Context: an optimization exercise on an open-source flow, tuned for small area. The choices shown serve that exercise and are no tape-out recipe.
In this exercise RTL edits were held to simulation tests only and were not proved equivalent to the original.
No activity file was given, so power comes from the tool's default toggle rates.

==> v31 <==
// pixel_renderer
module pixel_renderer (
	input  logic        clk,
	input  logic [9:0]  draw_x, draw_y,
	input  logic        blank,
	input  logic        maze_px,
	input  logic [9:0]  pac_x, pac_y,
	input  logic [3:0]  pac_dir_x, pac_dir_y,
	input  logic [9:0]  rg_x, rg_y,
	input  logic [9:0]  og_x, og_y,
	input  logic [9:0]  bg_x, bg_y,
	input  logic [9:0]  score,
	input  logic [3:0]  fruits,
	input  logic [7:0]  lives,
	input  logic [31:0] timer,
	input  logic [31:0] dots_left,
	input  logic        win, lose,
	output logic [7:0]  red, green, blue
);
==> flow/config.mk <==
export PLATFORM = sky130hd
export DESIGN_NAME = pixel_renderer
export DESIGN_NICKNAME = pixel_renderer
export VERILOG_FILES = /design/flow/design.v
export SDC_FILE = /design/flow/constraint.sdc
export NUM_CORES = 4
export LEC_CHECK = 0
export ABC_AREA = 1
export CAP_MARGIN = 0
export CORE_MARGIN = 2
export CORE_UTILIZATION = 40
export PLACE_DENSITY = 0.6
export SLEW_MARGIN = 0
export SYNTH_MEMORY_MAX_BITS = 1048576
==> flow/constraint.sdc <==
create_clock -name core_clock -period 25.0 [get_ports {clk}]
set_input_delay 5.0000 -clock core_clock [delete_from_list [all_inputs] [get_ports {clk}]]
set_output_delay 5.0000 -clock core_clock [all_outputs]
set_load 0.01 [all_outputs]
standard.sh (not shown) runs the stock make flow with config.mk's settings and CLKGATE_MAP_FILE= SYNTH_SCRIPT=/design/flow/synth_recipe.tcl, a recipe that flattens the netlist after the stock synthesis.
==> flow/flow/run.sh <==
#!/bin/bash
# Layout flow: the standard synthesis, then the combinational logic is re-mapped with a
# stronger ABC script (flow/deep.abc, by flow/reopt.sh; flip-flops are kept exactly as the
# standard synthesis made them), then the standard layout from that netlist.
set -euo pipefail
R=orfs/results/${FLOW_PLATFORM}/pixel_renderer/base
bash standard.sh synth > synth.log 2>&1
cp $R/1_2_yosys.v std_1_2_yosys.v
bash flow/reopt.sh std_1_2_yosys.v reopt_1_2_yosys.v flow/deep.abc reopt.log
cp reopt_1_2_yosys.v $R/1_2_yosys.v
rm -f $R/1_synth.odb $R/1_synth.sdc
bash standard.sh > layout.log 2>&1
Other scripts of this flow, unchanged in this note and not shown: flow/flow/deep.abc, flow/flow/reopt.sh
==> v13 (differences from v31) <==
--- a/flow/flow/run.sh
+++ b/flow/flow/run.sh
@@ -3,3 +3,4 @@
 # stronger ABC script (flow/deep.abc, by flow/reopt.sh; flip-flops are kept exactly as the
-# standard synthesis made them), then the standard layout from that netlist.
+# standard synthesis made them), then the standard layout from that netlist, with every
+# port buffered by the smallest buffer cell (sky130_fd_sc_hd__buf_1).
 set -euo pipefail
@@ -11,2 +12,3 @@
 rm -f $R/1_synth.odb $R/1_synth.sdc
+export BUFFER_PORTS_ARGS="-buffer_cell sky130_fd_sc_hd__buf_1"
 bash standard.sh > layout.log 2>&1
==> qor summary <==
| metric | v13 | v31 |
|---|---|---|
| Result of the run | finished clean | finished clean |
| Hold EP | d_og[0]$_DFF_P_ | d_it[3]$_DFF_P_ |
| Arrival time of data at the critical path endpoint | 13.68 ns | 14.80 ns |
| Layout Area Growth over Synthesis | 14.4% | 23.2% |
| Average vias per placed instance | 6.43 | 6.87 |
| Clock slew seen by the registers of the worst setup and hold paths | 0.05 ns | 0.06 ns |
| Area of the multi-input gates | 0.0124 mm² | 0.0124 mm² |
| Peak Freq | 0.0731 GHz | 0.0686 GHz |
| Worst setup endpoint | p_rg[1]$_DFFE_PP_ | sr.chr[3]$_DFF_P_ |
| Post-placement cell count | 3,826 | 3,819 |
| Clock buffer cells | 12 | 10 |
| Part of the total power dissipated in the clock network | 0.110 | 0.115 |
| Last weighted congestion value of the routability-driven placer | 1.13 | 1.16 |
| Filler-free cell count of the finished design | 3,845 | 3,843 |
| Total global-route track usage | 0.480 | 0.504 |
| Maximum single-stage delay on the critical path | 0.95 ns | 0.84 ns |
| Via count of the first global-routing pass | 22,400 | 24,700 |
| Number of antenna violations at the first check in global routing | 6 | 13 |
| Worst rel slew slack | 0.117 | 0.183 |
| Hold path startpoint | p_og[0]$_DFFE_PP_ | p_it[3]$_DFFE_PP_ |
| Via count | 24,700 | 26,400 |
| Startpoint of the worst register-to-register path | sr.chr[1]$_DFF_P_ | sr.tm_q[7]$_DFF_P_ |
| Required time reported for the critical path endpoint | 25.00 ns | 25.23 ns |
| Worst Slack Setup Final | 11.33 ns | 10.43 ns |
| Detail-routed net length per standard cell | 26.4 µm | 28.0 µm |
| Clock network power consumption | 0.121 mW | 0.136 mW |

==> re-timing with driven ports <==
The results above use ideal ports. As a check the final layouts listed here were re-extracted and re-timed, cells and wires unchanged. Step 1: set_driving_cell puts a clkbuf_16 on clk and a buf_2 on each other input, an assumption about the parent block. Step 2, shift: input delay + t, output delay - t, t = (earliest + latest rising clock arrival at the registers) / 2. This alone moves slack from input paths to output paths. a / b / c = ideal ports / drivers / drivers and shift; a / b = the first two.
| run | shift t [ns] | setup WS [ns] | hold WS [ns] | latest minus earliest clock arrival (ns) | slew at the worst register clock pin (ns) |
|---|---|---|---|---|---|
| v31 | 0.400 | 10.429 / 10.450 / 10.050 | 0.344 / 0.344 / 0.344 | 0.016 / 0.016 | 0.07 / 0.07 |
| v13 | 0.402 | 11.326 / 11.351 / 10.949 | 0.338 / 0.338 / 0.338 | 0.011 / 0.012 | 0.06 / 0.06 |
After both steps every run listed still meets setup and hold. For v31, which loses most, drivers alone change the setup slack by +0.021 ns; drivers and shift together by -0.379 ns.
